Context: an optimization exercise on an open-source flow, tuned for small area, a short achievable clock period and few clock cycles per item. The choices shown serve that exercise and are no tape-out recipe.
RTL that was checked went through simulation tests only; none was proved equivalent to the original.
Power and IR drop assume default switching activity.

rev 12:
==> flow/design.v (excerpt) <==
module fir_top #(
    parameter K  = 8,
    parameter DW = 8,
    parameter CW = 8
)(
    input  wire clk,
    input  wire rst,
    input  wire start,
    input  wire signed [DW-1:0] x_in,
    output wire signed [DW+CW+$clog2(K):0] y_out,
    output wire data_valid
);
Settings: LEC_CHECK=0, CAP_MARGIN=20, CORE_MARGIN=2, CORE_UTILIZATION=40, CTS_BUF_LIST=sky130_fd_sc_hd__clkbuf_8, CTS_CLUSTER_SIZE=30, SETUP_SLACK_MARGIN=3.8, SLEW_MARGIN=20, SYNTH_HIERARCHICAL=1; clock period 6.0 ns.
standard.sh (not shown) runs the stock make flow with config.mk's settings and CLKGATE_MAP_FILE= SYNTH_SCRIPT=/design/flow/synth_recipe.tcl, a recipe that flattens the netlist after the stock synthesis.
==> flow/flow/run.sh <==
#!/bin/bash
# The standard layout (standard.sh) with these changes:
#  - port buffers are buf_1 cells instead of the flow's default pick
#    (clkdlybuf4s50_1, a slow delay cell);
#  - synthesis is the standard flow's script, except that
#    - Yosys's full/half adder extraction runs only inside the fa_cell and
#      ha_cell modules, so the final adder is left to abc as plain gates (the
#      extracted fa_1/ha_1 cells are slow on its carry path);
#    - the adders use Yosys's default carry-lookahead map, not ORFS's
#      Kogge-Stone one (abc makes them smaller and as fast from it);
#    - abc maps the top module with ORFS's abc_area.script (it builds the
#      final adder from fast NAND gates) and the small cell modules with the
#      default abc_speed.script (which keeps the history muxes as a22o).
#  Registers are untouched.
set -euo pipefail
W=$(pwd)
export BUFFER_PORTS_ARGS="-buffer_cell sky130_fd_sc_hd__buf_1"
sed -e 's|extract_fa {\*}\[dont_use_extract_fa_args\]|extract_fa {*}[dont_use_extract_fa_args] fa_cell ha_cell|' \
    -e 's|"-extra-map \$::env(FLOW_HOME)/platforms/common/lcu_kogge_stone.v"|""|' \
    -e 's|^  log_cmd abc {\*}\$abc_args$|  log_cmd abc {*}$abc_args fir_top %n\n  log_cmd abc {*}[lreplace $abc_args 1 1 $::env(SCRIPTS_DIR)/abc_area.script] fir_top|' \
    "$FLOW_HOME/scripts/synth.tcl" > "$W/flow_synth_core.tcl"
grep -q 'dont_use_extract_fa_args\] fa_cell ha_cell' "$W/flow_synth_core.tcl"
! grep -q 'lcu_kogge_stone' "$W/flow_synth_core.tcl"
grep -q 'abc_area.script\] fir_top' "$W/flow_synth_core.tcl"
sed "s|source \$::env(SCRIPTS_DIR)/synth.tcl|source $W/flow_synth_core.tcl|" synth_recipe.tcl > "$W/flow_synth.tcl"
grep -q "flow_synth_core.tcl" "$W/flow_synth.tcl"
sed "s|SYNTH_SCRIPT=[^ ]*|SYNTH_SCRIPT=$W/flow_synth.tcl|" standard.sh > "$W/flow_standard.sh"
grep -q "SYNTH_SCRIPT=$W/flow_synth.tcl" "$W/flow_standard.sh"
bash "$W/flow_standard.sh" > "$W/standard.log" 2>&1
diff inputs: rev 12 => rev 13
--- a/flow/design.v
+++ b/flow/design.v
@@ -133,17 +133,17 @@
     fa_cell u_fa39 (.a(u6[4]), .b(u5[5]), .c(u6[6]), .s(s39), .co(c39));
     wire s40, c40;
     fa_cell u_fa40 (.a(u6[5]), .b(u5[6]), .c(u6[7]), .s(s40), .co(c40));
     wire s41, c41;
     ha_cell u_ha41 (.a(u6[6]), .b(u5[7]), .s(s41), .co(c41));
     wire [10:0] wr0 = {1'b0, u6[7], s41, s40, s39, s38, s37, s36, s35, u5[0], u6[0]};
     wire [10:0] wr1 = {1'b0, c41, c40, c39, c38, c37, c36, c35, 1'b0, u6[1], 1'b0};
     assign w_nx = wr0 + wr1;                  
-    always @(posedge clk) begin
+    always @(posedge clk or posedge rst) begin
         if (rst) begin
             ra <= RA0;
             rb <= RB0;
         end else begin
             ra <= pr0;
             rb <= pr1;
         end
     end
### Flow results
Share of total power in the clock network: rev 13 higher than rev 12
Looking at area share of buffers outside the clock network, rev 13 sits 0.95 points above rev 12.
Both conditions hold for rev 13: the flow ran to the end and the final layout passed the timing, design-rule and antenna checks.
Combinational fraction of design power ends up higher on rev 13.
Post-placement cell area in rev 13 is 1.0% below rev 12.
Summary: area of the mapped netlist, rev 13 better than rev 12
Compared with rev 12, rev 13 shows routability-driven placement congestion ratio that has gone down slightly.
From rev 12 to rev 13 the numbers moved as follows: placeable core area now sits lower, routing usage on met1 now sits lower, die footprint now sits lower.
Testbench counts of rev 13, summed over its fixed seeds: cycles 16,000, items 8,000.
No functional check of the RTL was part of rev 12.

[afterwards: timing with drivers on the ports]
The flow's constraints put no driver on any port. The routed layouts listed below were extracted and timed again, unchanged, in two steps. Step 1 sets driving cells, clkbuf_16 on the clock port and buf_2 on the other inputs (assumed; they add their load-dependent delay and slew). Step 2 moves the port delays by t, midway between the first and last clock arrival at a register: inputs arrive t later, outputs are due t later. That takes back most of the time a late clock gives input paths. Slacks: no drivers / after step 1 / after step 2; pairs: no drivers / after step 1.
run | t (ns) | setup WS [ns] | latest minus earliest clock arrival (ns) | slew at the worst register clock pin (ns) | worst data-port slew with drivers (ns)
rev 12 | 0.383 | 3.739 / 3.739 / 3.532 | 0.009 / 0.009 | 0.09 / 0.09 | 0.03
rev 13 | 0.383 | 3.768 / 3.768 / 3.540 | 0.009 / 0.009 | 0.09 / 0.09 | 0.03
After both steps every run listed still meets setup and hold. The setup slack of rev 13, which loses most, moves by 0.000 ns with the drivers and by -0.228 ns with both steps.
